Background: an optimization exercise with open tools, aiming at small area, a short achievable clock period and few clock cycles per item. Do not read the settings as production practice. At most, simulation tests tie the RTL to the original design; equivalence was not proved. The clock input has no modelled driver; a real chip could not lean on it and would need a root buffer or a full tree. Power and IR drop assume default switching activity.

## the reference run
==> flow/design.v <==
`timescale 1ns / 1ps
module automaton(
    input               clk,
    input               rst,
    input [31:0]        rule,
    output reg [5:0]    row,
    output reg [5:0]    col,
    output reg          world_we,
    input               world_in,
    output reg          world_out,
    output reg          update_done);
localparam P = 9;                
localparam L = 2 * P + 1;        
reg [L-1:0]  sr;                 
reg [63:0]   tb;                 
reg [2:0] cb;
reg [5:0] cc;
reg [2:0] ci;
reg       cs;
reg col0, col62, col63, band0, band7;
reg ci0, ci6, ci7;   
reg smask;       
reg emask;       
reg rst_q;       
reg rd;          
reg nw;          
reg pend;        
reg wsel2;       
reg active;      
reg ud1;
wire n_band0  = col63 ? band7 : band0;
wire n_nbit   = cs ? (tb[1] & ~n_band0) : sr[P];
wire n_wbit   = (cs ? col63 : col0) ? 1'b0 : sr[2*P-1];
wire n_emask  = cs ? col62 : col63;
wire c_top    = ci0;
wire c_nbit   = c_top ? (tb[0] & ~band0) : sr[P+1];
wire c_wbit   = col0 ? 1'b0 : sr[2*P];
wire x_nbit   = rd ? n_nbit : c_nbit;
wire x_wbit   = rd ? n_wbit : c_wbit;
reg [7:0] rlk;       
wire e_bit    = sr[0] & ~emask;
wire s_bit    = sr[P-1] & ~smask;
wire new_bit  = rlk[{sr[P], e_bit, s_bit}];
wire flag     = active & ~cs & (new_bit ^ sr[P]);
wire pend_n = rd ? flag : (wsel2 & pend);
wire nw_n   = pend_n & (~nw | rd);
wire c_last = band7 & col63 & cs;
wire [5:0] cc_p1  = {cc[5] ^ (&cc[4:0]), cc[4] ^ (&cc[3:0]), cc[3] ^ (&cc[2:0]),
                     cc[2] ^ (&cc[1:0]), cc[1] ^ cc[0], ~cc[0]};
wire [5:0] cc_p2  = {cc[5] ^ (&cc[4:1]), cc[4] ^ (&cc[3:1]), cc[3] ^ (&cc[2:1]),
                     cc[2] ^ cc[1], ~cc[1], cc[0]};
wire [2:0] cb_p1  = {cb[2] ^ (&cb[1:0]), cb[1] ^ cb[0], ~cb[0]};
wire [2:0] cb_p2  = {cb[2] ^ cb[1], ~cb[1], cb[0]};
wire [2:0] ci_p1  = {ci[2] ^ (&ci[1:0]), ci[1] ^ ci[0], ~ci[0]};
wire [2:0] ci_p2  = {ci[2] ^ ci[1], ~ci[1], ci[0]};
wire       rw     = cs | (ci7 & rd);
wire       r_srow = rd ? ci6 : ci7;
wire [2:0] r_idx  = rw ? {2'b00, cs & rd} : (rd ? ci_p2 : ci_p1);
wire [5:0] r_col  = rw ? cc_p2 : cc_p1;
wire       r_cy   = rw ? (col62 | col63) : col63;
wire [2:0] r_band = r_cy ? cb_p1 : cb;
wire [2:0] r_bnd1 = r_cy ? cb_p2 : cb_p1;
wire [5:0] r_row  = r_srow ? {r_bnd1, 3'd0} : {r_band, r_idx};
always @(posedge clk) begin
    rst_q <= rst;
    if (rd) begin
        sr <= {sr[L-2:0], world_in};
        if (cs)
            tb <= {sr[P+1], tb[63:1]};
        emask <= n_emask;
    end
    rlk <= rule[{x_nbit, x_wbit, 3'b000} +: 8];
    world_out <= ~sr[P+1];
    if (nw) begin
        row <= {cb, ci - 3'd1};
        col <= cc;
    end else begin
        row <= r_row;
        col <= r_col;
    end
    if (rst_q) begin
        cb <= 3'd7; cc <= 6'd62; ci <= 3'd7; cs <= 1'b0;
        col0 <= 1'b0; col62 <= 1'b1; col63 <= 1'b0;
        band0 <= 1'b0; band7 <= 1'b1;
        smask <= 1'b0;
        ci0 <= 1'b0; ci6 <= 1'b0; ci7 <= 1'b1;
        world_we <= 1'b0;
        rd <= 1'b1;
        nw <= 1'b0;
        pend <= 1'b0;
        wsel2 <= 1'b0;
        active <= 1'b0;
        ud1 <= 1'b0;
        update_done <= 1'b0;
    end else begin
        if (rd) begin
            if (cs) begin
                cs <= 1'b0;
                ci0 <= 1'b1;
                smask <= 1'b0;
                cc <= cc_p1;
                col0 <= col63;
                col63 <= col62;
                col62 <= (cc == 6'd61);
                if (col63) begin
                    cb <= cb_p1;
                    band0 <= band7;
                    band7 <= (cb == 3'd6);
                end
            end else begin
                ci <= ci_p1;
                ci0 <= 1'b0;
                ci6 <= (ci == 3'd5);
                ci7 <= ci6;
                smask <= ci6 & band7;
                if (ci7) cs <= 1'b1;
            end
            wsel2 <= 1'b1;
            if (c_last) active <= 1'b1;
        end else begin
            wsel2 <= 1'b0;
        end
        pend <= pend_n;
        nw <= nw_n;
        ud1 <= rd & c_last & active;
        update_done <= ud1;
        world_we <= nw;
        rd <= ~nw;
    end
end
endmodule
==> flow/config.mk <==
export PLATFORM = sky130hd
export DESIGN_NAME = automaton
export DESIGN_NICKNAME = automaton
export VERILOG_FILES = /design/flow/design.v
export SDC_FILE = /design/flow/constraint.sdc
export NUM_CORES = 4
export LEC_CHECK = 0
export ABC_CLOCK_PERIOD_IN_PS = 1700
export CAP_MARGIN = 20
export CORE_MARGIN = 2
export CORE_UTILIZATION = 65
export CTS_BUF_LIST = sky130_fd_sc_hd__clkbuf_4 sky130_fd_sc_hd__clkbuf_8
export CTS_CLUSTER_DIAMETER = 100
export CTS_CLUSTER_SIZE = 30
export SETUP_SLACK_MARGIN = 3.35
export SLEW_MARGIN = 20
==> flow/constraint.sdc <==
create_clock -name core_clock -period 5.0 [get_ports {clk}]
set_input_delay 1.0000 -clock core_clock [delete_from_list [all_inputs] [get_ports {clk}]]
set_output_delay 1.0000 -clock core_clock [all_outputs]
set_load 0.01 [all_outputs]
standard.sh (not shown) runs the stock make flow with config.mk's settings and CLKGATE_MAP_FILE= SYNTH_SCRIPT=/design/flow/synth_recipe.tcl, a recipe that flattens the netlist after the stock synthesis.
==> flow/flow/run.sh <==
#!/bin/bash
# The standard layout (standard.sh) with these changes:
#  - ports are buffered with buf_2 instead of the slow delay buffer that
#    buffer_ports picks by default;
#  - the resizer may swap cells of different footprints;
#  - flow/cts_flat.tcl replaces ORFS's cts step with a two-level clock tree
#    built by hand: the clock port drives four inverters, which drive eight
#    leaf inverters that drive the registers (every register sees the same
#    two inversions).
# Each step's output goes to its own log here.
set -euo pipefail
here=$(pwd)
export BUFFER_PORTS_ARGS="-buffer_cell sky130_fd_sc_hd__buf_2"
export FLAT_CLK_N1=4 FLAT_CLK_BUF1=sky130_fd_sc_hd__clkinv_4
export FLAT_CLK_N2=8 FLAT_CLK_BUF2=sky130_fd_sc_hd__clkinv_8
sed 's/CLKGATE_MAP_FILE= /CLKGATE_MAP_FILE= MATCH_CELL_FOOTPRINT=0 /' standard.sh > standard_own.sh
grep -q MATCH_CELL_FOOTPRINT=0 standard_own.sh
bash standard_own.sh place > place.log 2>&1
bash standard_own.sh run RUN_SCRIPT="$here/flow/cts_flat.tcl" RUN_LOG_NAME_STEM=4_1_cts > cts.log 2>&1
bash standard_own.sh finish > finish.log 2>&1
Other scripts of this flow, unchanged in this note and not shown: flow/flow/cts_flat.tcl
Testbench counts of the reference run, summed over its fixed seeds: cycles 308,609, generations 48.
What the trial run does differently from the reference run at the input level:
--- a/flow/design.v
+++ b/flow/design.v
@@ -16,33 +16,30 @@
 reg [2:0] cb;
 reg [5:0] cc;
 reg [2:0] ci;
 reg       cs;
 reg col0, col62, col63, band0, band7;
 reg ci0, ci6, ci7;   
-reg smask;       
-reg emask;       
 reg rst_q;       
 reg rd;          
 reg nw;          
 reg pend;        
 reg wsel2;       
 reg active;      
 reg ud1;
 wire n_band0  = col63 ? band7 : band0;
 wire n_nbit   = cs ? (tb[1] & ~n_band0) : sr[P];
 wire n_wbit   = (cs ? col63 : col0) ? 1'b0 : sr[2*P-1];
-wire n_emask  = cs ? col62 : col63;
 wire c_top    = ci0;
 wire c_nbit   = c_top ? (tb[0] & ~band0) : sr[P+1];
 wire c_wbit   = col0 ? 1'b0 : sr[2*P];
 wire x_nbit   = rd ? n_nbit : c_nbit;
 wire x_wbit   = rd ? n_wbit : c_wbit;
 reg [7:0] rlk;       
-wire e_bit    = sr[0] & ~emask;
-wire s_bit    = sr[P-1] & ~smask;
+wire e_bit    = sr[0] & ~col63;              
+wire s_bit    = sr[P-1] & ~(ci7 & band7);    
 wire new_bit  = rlk[{sr[P], e_bit, s_bit}];
 wire flag     = active & ~cs & (new_bit ^ sr[P]);
 wire pend_n = rd ? flag : (wsel2 & pend);
 wire nw_n   = pend_n & (~nw | rd);
 wire c_last = band7 & col63 & cs;
 wire [5:0] cc_p1  = {cc[5] ^ (&cc[4:0]), cc[4] ^ (&cc[3:0]), cc[3] ^ (&cc[2:0]),
@@ -64,13 +61,12 @@
 always @(posedge clk) begin
     rst_q <= rst;
     if (rd) begin
         sr <= {sr[L-2:0], world_in};
         if (cs)
             tb <= {sr[P+1], tb[63:1]};
-        emask <= n_emask;
     end
     rlk <= rule[{x_nbit, x_wbit, 3'b000} +: 8];
     world_out <= ~sr[P+1];
     if (nw) begin
         row <= {cb, ci - 3'd1};
         col <= cc;
@@ -79,13 +75,12 @@
         col <= r_col;
     end
     if (rst_q) begin
         cb <= 3'd7; cc <= 6'd62; ci <= 3'd7; cs <= 1'b0;
         col0 <= 1'b0; col62 <= 1'b1; col63 <= 1'b0;
         band0 <= 1'b0; band7 <= 1'b1;
-        smask <= 1'b0;
         ci0 <= 1'b0; ci6 <= 1'b0; ci7 <= 1'b1;
         world_we <= 1'b0;
         rd <= 1'b1;
         nw <= 1'b0;
         pend <= 1'b0;
         wsel2 <= 1'b0;
@@ -94,13 +89,12 @@
         update_done <= 1'b0;
     end else begin
         if (rd) begin
             if (cs) begin
                 cs <= 1'b0;
                 ci0 <= 1'b1;
-                smask <= 1'b0;
                 cc <= cc_p1;
                 col0 <= col63;
                 col63 <= col62;
                 col62 <= (cc == 6'd61);
                 if (col63) begin
                     cb <= cb_p1;
@@ -109,13 +103,12 @@
                 end
             end else begin
                 ci <= ci_p1;
                 ci0 <= 1'b0;
                 ci6 <= (ci == 3'd5);
                 ci7 <= ci6;
-                smask <= ci6 & band7;
                 if (ci7) cs <= 1'b1;
             end
             wsel2 <= 1'b1;
             if (c_last) active <= 1'b1;
         end else begin
             wsel2 <= 1'b0;
==> comparison <==
The trial run vs. the reference run: post-place instance area increased by 18 µm² relative to the old numbers; share of total power consumed by net switching increased by 0.50 points relative to the old numbers; core occupancy in the finished layout decreased by 0.76 points relative to the old numbers; final cell count without fillers increased by about 1.6% relative to the old numbers.
Against the reference run, the trial run comes in 0.017 ns lower on final hold slack.
The global-route usage of the trial run falls short of that of the reference run by 0.79 points.
The lower complex-gate fraction of the synthesized area of the reference run and the trial run is in the trial run.
The trial run vs the reference run on final estimated routing congestion in global placement: the trial run is the higher one.
Re wire length of the first global-routing pass: the trial run is 3.4% down on the reference run.
Row via total after detailed routing: the trial run higher / the reference run lower
The trial run against the reference run: met1 usage in global routing decreased 0.20 points, area added between synthesis and finish decreased 1.7 points.
Changes observed in the trial run relative to the reference run: total of buffers placed on input and output ports neither gained nor lost much; total number of sequential cells lost 2.
For the trial run, only the layout was checked, not whether the RTL still works. No run of this note takes its clock network from TritonCTS; it comes from the design's own scripts or RTL.

========
## main
RTL: the design.v shown in full above, as it stands there.
clock: 5.0 ns
lec_check: 0
abc_clock_period_in_ps: 1700
cap_margin: 20
core_margin: 2
core_utilization: 65
cts_buf_list: sky130_fd_sc_hd__clkbuf_4 sky130_fd_sc_hd__clkbuf_8
cts_cluster_diameter: 100
cts_cluster_size: 30
setup_slack_margin: 3.35
slew_margin: 20
==> flow/flow/run.sh <==
#!/bin/bash
# The standard layout (standard.sh) with these changes:
#  - ports are buffered with buf_2 instead of the slow delay buffer that
#    buffer_ports picks by default;
#  - the resizer may swap cells of different footprints;
#  - flow/cts_flat.tcl replaces ORFS's cts step with a two-level clock tree
#    built by hand: the clock port drives one buffer, which drives eight leaf
#    buffers that drive the registers.
# Each step's output goes to its own log here.
set -euo pipefail
here=$(pwd)
export BUFFER_PORTS_ARGS="-buffer_cell sky130_fd_sc_hd__buf_2"
export FLAT_CLK_N1=4 FLAT_CLK_BUF1=sky130_fd_sc_hd__clkbuf_16
export FLAT_CLK_N2=0 FLAT_CLK_BUF2=sky130_fd_sc_hd__clkbuf_8
sed 's/CLKGATE_MAP_FILE= /CLKGATE_MAP_FILE= MATCH_CELL_FOOTPRINT=0 /' standard.sh > standard_own.sh
grep -q MATCH_CELL_FOOTPRINT=0 standard_own.sh
bash standard_own.sh place > place.log 2>&1
bash standard_own.sh run RUN_SCRIPT="$here/flow/cts_flat.tcl" RUN_LOG_NAME_STEM=4_1_cts > cts.log 2>&1
bash standard_own.sh finish > finish.log 2>&1
Other scripts of this flow, unchanged in this note and not shown: flow/flow/cts_flat.tcl
Testbench counts of main, summed over its fixed seeds: cycles 308,609, generations 48.
Setup changes, main to the feature branch
-- flow/design.v --
<<< main, line 19
reg       cs;
reg col0, col62, col63, band0, band7;
reg ci0, ci6, ci7;   
reg smask;       
reg emask;       
>>> the feature branch, line 19
reg       cs;
reg col0, col62, col63, band0, band7;
reg smask;       
reg emask;       
<<< main, line 33
wire n_wbit   = (cs ? col63 : col0) ? 1'b0 : sr[2*P-1];
wire n_emask  = cs ? col62 : col63;
wire c_top    = ci0;
wire c_nbit   = c_top ? (tb[0] & ~band0) : sr[P+1];
wire c_wbit   = col0 ? 1'b0 : sr[2*P];
>>> the feature branch, line 32
wire n_wbit   = (cs ? col63 : col0) ? 1'b0 : sr[2*P-1];
wire n_emask  = cs ? col62 : col63;
wire c_top    = ~cs & (ci == 3'd0);
wire c_nbit   = c_top ? (tb[0] & ~band0) : sr[P+1];
wire c_wbit   = col0 ? 1'b0 : sr[2*P];
<<< main, line 54
wire [2:0] ci_p1  = {ci[2] ^ (&ci[1:0]), ci[1] ^ ci[0], ~ci[0]};
wire [2:0] ci_p2  = {ci[2] ^ ci[1], ~ci[1], ci[0]};
wire       rw     = cs | (ci7 & rd);
wire       r_srow = rd ? ci6 : ci7;
wire [2:0] r_idx  = rw ? {2'b00, cs & rd} : (rd ? ci_p2 : ci_p1);
wire [5:0] r_col  = rw ? cc_p2 : cc_p1;
>>> the feature branch, line 53
wire [2:0] ci_p1  = {ci[2] ^ (&ci[1:0]), ci[1] ^ ci[0], ~ci[0]};
wire [2:0] ci_p2  = {ci[2] ^ ci[1], ~ci[1], ci[0]};
wire       rw     = cs | ((ci == 3'd7) & rd);
wire       r_srow = ~cs & (rd ? (ci == 3'd6) : (ci == 3'd7));
wire [2:0] r_idx  = rw ? {2'b00, cs & rd} : (rd ? ci_p2 : ci_p1);
wire [5:0] r_col  = rw ? cc_p2 : cc_p1;
<<< main, line 84
        band0 <= 1'b0; band7 <= 1'b1;
        smask <= 1'b0;
        ci0 <= 1'b0; ci6 <= 1'b0; ci7 <= 1'b1;
        world_we <= 1'b0;
        rd <= 1'b1;
>>> the feature branch, line 83
        band0 <= 1'b0; band7 <= 1'b1;
        smask <= 1'b0;
        world_we <= 1'b0;
        rd <= 1'b1;
<<< main, line 97
            if (cs) begin
                cs <= 1'b0;
                ci0 <= 1'b1;
                smask <= 1'b0;
                cc <= cc_p1;
>>> the feature branch, line 95
            if (cs) begin
                cs <= 1'b0;
                smask <= 1'b0;
                cc <= cc_p1;
<<< main, line 110
            end else begin
                ci <= ci_p1;
                ci0 <= 1'b0;
                ci6 <= (ci == 3'd5);
                ci7 <= ci6;
                smask <= ci6 & band7;
                if (ci7) cs <= 1'b1;
            end
            wsel2 <= 1'b1;
>>> the feature branch, line 107
            end else begin
                ci <= ci_p1;
                smask <= (ci == 3'd6) & band7;
                if (ci == 3'd7) cs <= 1'b1;
            end
            wsel2 <= 1'b1;
- main → the feature branch: design area higher, wire length picked up an extra 1300 um.
- Measured against each other, main and the feature branch differ in fraction of final layout cells sized beyond drive strength 1, the lower figure coming from main.
- Power (the feature branch / main): 1.6
- In the flow results for main and the feature branch, the number of signal-net inverters in the final layout is smaller on main.
- From main to the feature branch, number of input and output port buffers inserted did not move at all.
Function not checked in the feature branch: the RTL went through the layout flow alone. In every run of this note, the design's own scripts or RTL, not TritonCTS, make the clock network.

========
## the previous run
automaton, a different RTL version from the one above (not shown whole).
For scale: roughly 340 cells after synthesis, about 50 I/O pins.
// automaton
module automaton(
    input               clk,
    input               rst,
    input [31:0]        rule,
    output reg [5:0]    row,
    output reg [5:0]    col,
    output reg          world_we,
    input               world_in,
    output reg          world_out,
    output reg          update_done);
==> module automaton, before the edit <==
module automaton(
    input               clk,
    input               rst,
    input [31:0]        rule,
    output reg [5:0]    row,
    output reg [5:0]    col,
    output reg          world_we,
    input               world_in,
    output reg          world_out,
    output reg          update_done);
localparam P = 9;                
localparam L = 2 * P + 1;        
reg [L-1:0]  sr;                 
reg [63:0]   tb;                 
reg [2:0] rb;
reg [5:0] rc;
reg [2:0] ri;
reg       rs;
reg [2:0] cb;
reg [5:0] cc;
reg [2:0] ci;
reg       cs;
reg col0, col62, col63, band0, band7;
reg s6;          
reg rd;          
reg pend;        
reg wsel2;       
reg active;      
reg ud1;
wire c_col63  = col63;
wire n_top    = cs;                                  
wire n_band0  = col63 ? band7 : band0;
wire n_nbit   = n_top ? (tb[1] & ~n_band0) : sr[P];
wire n_wbit   = (cs ? col63 : col0) ? 1'b0 : sr[2*P-1];
wire n_cbit   = sr[P-1];
wire n_sbit   = s6 ? 1'b0 : sr[P-2];
wire n_emask  = cs ? col62 : col63;
reg [1:0] rlk;       
reg       emask;     
wire new_bit  = (sr[0] & ~emask) ? rlk[1] : rlk[0];
wire flag     = active & ~cs & (new_bit ^ sr[P]);
wire next_w = rd ? pend : (wsel2 & pend);
wire c_last = band7 & col63 & cs;
always @(posedge clk) begin
    if (rd) begin
        sr <= {sr[L-2:0], world_in};
        if (cs)
            tb <= {sr[P+1], tb[63:1]};
        rlk <= {rule[{n_nbit, n_wbit, n_cbit, 1'b1, n_sbit}],
                rule[{n_nbit, n_wbit, n_cbit, 1'b0, n_sbit}]};
        emask <= n_emask;
    end
    if (rst) begin
        rb <= 3'd0; rc <= 6'd0; ri <= 3'd1; rs <= 1'b0;
        cb <= 3'd7; cc <= 6'd62; ci <= 3'd0; cs <= 1'b1;
        col0 <= 1'b0; col62 <= 1'b1; col63 <= 1'b0;
        band0 <= 1'b0; band7 <= 1'b1;
        s6 <= 1'b0;
        row <= 6'd0; col <= 6'd0;
        world_we <= 1'b0;
        world_out <= 1'b0;
        rd <= 1'b1;
        pend <= 1'b0;
        wsel2 <= 1'b0;
        active <= 1'b0;
        ud1 <= 1'b0;
        update_done <= 1'b0;
    end else begin
        if (rd) begin
            if (cs) begin
                cs <= 1'b0;
                s6 <= 1'b0;
                cc <= cc + 1'b1;
                col0 <= col63;
                col63 <= col62;
                col62 <= (cc == 6'd61);
                if (col63) begin
                    cb <= cb + 1'b1;
                    band0 <= band7;
                    band7 <= (cb == 3'd6);
                end
            end else begin
                ci <= ci + 1'b1;
                s6 <= (ci == 3'd5) & band7;
                if (ci == 3'd7) cs <= 1'b1;
            end
            pend <= flag;
            wsel2 <= 1'b1;
            if (c_last) active <= 1'b1;
        end else begin
            wsel2 <= 1'b0;
            if (!wsel2) pend <= 1'b0;
        end
        ud1 <= rd & c_last & active;
        update_done <= ud1;
        world_we <= next_w;
        rd <= ~next_w;
        world_out <= ~sr[P+1];
        if (next_w) begin
            row <= {cb, ci - 3'd1};
            col <= cc;
        end else begin
            row <= rs ? {rb + 3'd1, 3'd0} : {rb, ri};
            col <= rc;
            if (rs) begin
                rs <= 1'b0;
                rc <= rc + 1'b1;
                if (rc == 6'd63) rb <= rb + 1'b1;
            end else begin
                ri <= ri + 1'b1;
                if (ri == 3'd7) rs <= 1'b1;
            end
        end
    end
end
endmodule
clock: 5.0 ns
lec_check: 0
abc_clock_period_in_ps: 1700
cap_margin: 20
core_margin: 2
core_utilization: 50
cts_buf_list: sky130_fd_sc_hd__clkbuf_4 sky130_fd_sc_hd__clkbuf_8
cts_cluster_diameter: 100
cts_cluster_size: 30
setup_slack_margin: 3.15
slew_margin: 20
==> flow/flow/run.sh <==
#!/bin/bash
# The standard layout (standard.sh) with three changes to how ORFS sizes cells
# and builds the clock tree:
#  - ports are buffered with buf_2 instead of the slow delay buffer that
#    buffer_ports picks by default;
#  - the resizer may swap cells of different footprints;
#  - clock tree synthesis adds no dummy loads.
set -euo pipefail
export BUFFER_PORTS_ARGS="-buffer_cell sky130_fd_sc_hd__buf_2"
export CTS_ARGS="-sink_clustering_enable -repair_clock_nets -sink_clustering_size 30 -sink_clustering_max_diameter 100 -buf_list {sky130_fd_sc_hd__clkbuf_4 sky130_fd_sc_hd__clkbuf_8} -dont_use_dummy_load"
sed 's/CLKGATE_MAP_FILE= /CLKGATE_MAP_FILE= MATCH_CELL_FOOTPRINT=0 /' standard.sh > standard_own.sh
grep -q MATCH_CELL_FOOTPRINT=0 standard_own.sh
bash standard_own.sh > standard.log 2>&1
The previous run completed end to end with timing, DRC and antenna clean.
Testbench counts of the previous run, summed over its fixed seeds: cycles 308,561, generations 48.
Input-level comparison between the current run and the previous run:
==> flow/design.v <==
`timescale 1ns / 1ps
module automaton(
    input               clk,
    input               rst,
    input [31:0]        rule,
    output reg [5:0]    row,
    output reg [5:0]    col,
    output reg          world_we,
    input               world_in,
    output reg          world_out,
    output reg          update_done);
localparam P = 9;                
localparam L = 2 * P + 1;        
reg [L-1:0]  sr;                 
reg [63:0]   tb;                 
reg [2:0] rb;
reg [5:0] rc;
reg [2:0] ri;
reg       rs;
reg [2:0] cb;
reg [5:0] cc;
reg [2:0] ci;
reg       cs;
reg col0, col62, col63, band0, band7;
reg smask;       
reg emask;       
reg rst_q;       
reg rd;          
reg pend;        
reg wsel2;       
reg active;      
reg ud1;
wire n_band0  = col63 ? band7 : band0;
wire n_nbit   = cs ? (tb[1] & ~n_band0) : sr[P];
wire n_wbit   = (cs ? col63 : col0) ? 1'b0 : sr[2*P-1];
wire n_cbit   = sr[P-1];
wire n_emask  = cs ? col62 : col63;
reg [3:0] rlk;       
wire e_bit    = sr[0] & ~emask;
wire s_bit    = sr[P-1] & ~smask;
wire new_bit  = rlk[{e_bit, s_bit}];
wire flag     = active & ~cs & (new_bit ^ sr[P]);
wire next_w = rd ? pend : (wsel2 & pend);
wire c_last = band7 & col63 & cs;
always @(posedge clk) begin
    rst_q <= rst;
    if (rd) begin
        sr <= {sr[L-2:0], world_in};
        if (cs)
            tb <= {sr[P+1], tb[63:1]};
        rlk <= rule[{n_nbit, n_wbit, n_cbit, 2'b00} +: 4];
        emask <= n_emask;
    end
    world_out <= ~sr[P+1];
    if (next_w) begin
        row <= {cb, ci - 3'd1};
        col <= cc;
    end else begin
        row <= rs ? {rb + 3'd1, 3'd0} : {rb, ri};
        col <= rc;
    end
    if (rst_q) begin
        rb <= 3'd0; rc <= 6'd0; ri <= 3'd0; rs <= 1'b0;
        cb <= 3'd7; cc <= 6'd62; ci <= 3'd7; cs <= 1'b0;
        col0 <= 1'b0; col62 <= 1'b1; col63 <= 1'b0;
        band0 <= 1'b0; band7 <= 1'b1;
        smask <= 1'b0;
        world_we <= 1'b0;
        rd <= 1'b1;
        pend <= 1'b0;
        wsel2 <= 1'b0;
        active <= 1'b0;
        ud1 <= 1'b0;
        update_done <= 1'b0;
    end else begin
        if (rd) begin
            if (cs) begin
                cs <= 1'b0;
                smask <= 1'b0;
                cc <= cc + 1'b1;
                col0 <= col63;
                col63 <= col62;
                col62 <= (cc == 6'd61);
                if (col63) begin
                    cb <= cb + 1'b1;
                    band0 <= band7;
                    band7 <= (cb == 3'd6);
                end
            end else begin
                ci <= ci + 1'b1;
                smask <= (ci == 3'd6) & band7;
                if (ci == 3'd7) cs <= 1'b1;
            end
            pend <= flag;
            wsel2 <= 1'b1;
            if (c_last) active <= 1'b1;
        end else begin
            wsel2 <= 1'b0;
            if (!wsel2) pend <= 1'b0;
        end
        ud1 <= rd & c_last & active;
        update_done <= ud1;
        world_we <= next_w;
        rd <= ~next_w;
        if (!next_w) begin
            if (rs) begin
                rs <= 1'b0;
                rc <= rc + 1'b1;
                if (rc == 6'd63) rb <= rb + 1'b1;
            end else begin
                ri <= ri + 1'b1;
                if (ri == 3'd7) rs <= 1'b1;
            end
        end
    end
end
endmodule
--- outcome ---
In the current run, the combinational power came out about 160% above the value in the previous run. [compare] base=the previous run new=the current run: final period demand of the worst path was more or less identical; mean instance size in the synthesized netlist went up by 4.8%; post-route cell area went up by about 2.4%; number of antenna cells inserted was more or less identical. Looking at launching element of the worst setup path, the world_we$_SDFF_PP0_ result is from the previous run; the col[1]$_DFF_P_ one comes from the current run.
Function not checked in the current run: the RTL went through the layout flow alone.

separate check: timing with driven ports:
In the flow no input, the clock included, has a driving cell. The finished layouts below were timed again as built, in two steps. Step 1: set_driving_cell puts a clkbuf_16 on clk and a buf_2 on each other input, an assumption about the parent block. Step 2 times the ports against the registers' clock, not the clock port: input delays grow and output delays shrink by t, the midpoint of the rising clock arrivals with the driver on. Slacks: ideal ports / drivers / drivers and shift; pairs: ideal ports / drivers.
| run | t, ns | setup WS [ns] | worst slew at a driven data input, ns |
|---|---|---|---|
| the reference run | 0.266 | 3.379 / 3.286 / 3.307 | 0.03 |
| the trial run | 0.257 | 3.384 / 3.297 / 3.385 | 0.03 |
| main | 0.258 | 3.365 / 3.281 / 3.318 | 0.03 |
| the feature branch | 0.247 | 3.171 / 3.171 / 3.171 | 0.04 |
| the previous run | 0.447 | 3.145 / 3.116 / 2.932 | 0.05 |
| the current run | 0.439 | 3.147 / 3.121 / 2.900 | 0.03 |
After both steps setup and hold are still met in every run listed. The setup slack of the current run, which loses most, moves by -0.026 ns with the drivers and by -0.247 ns with both steps.
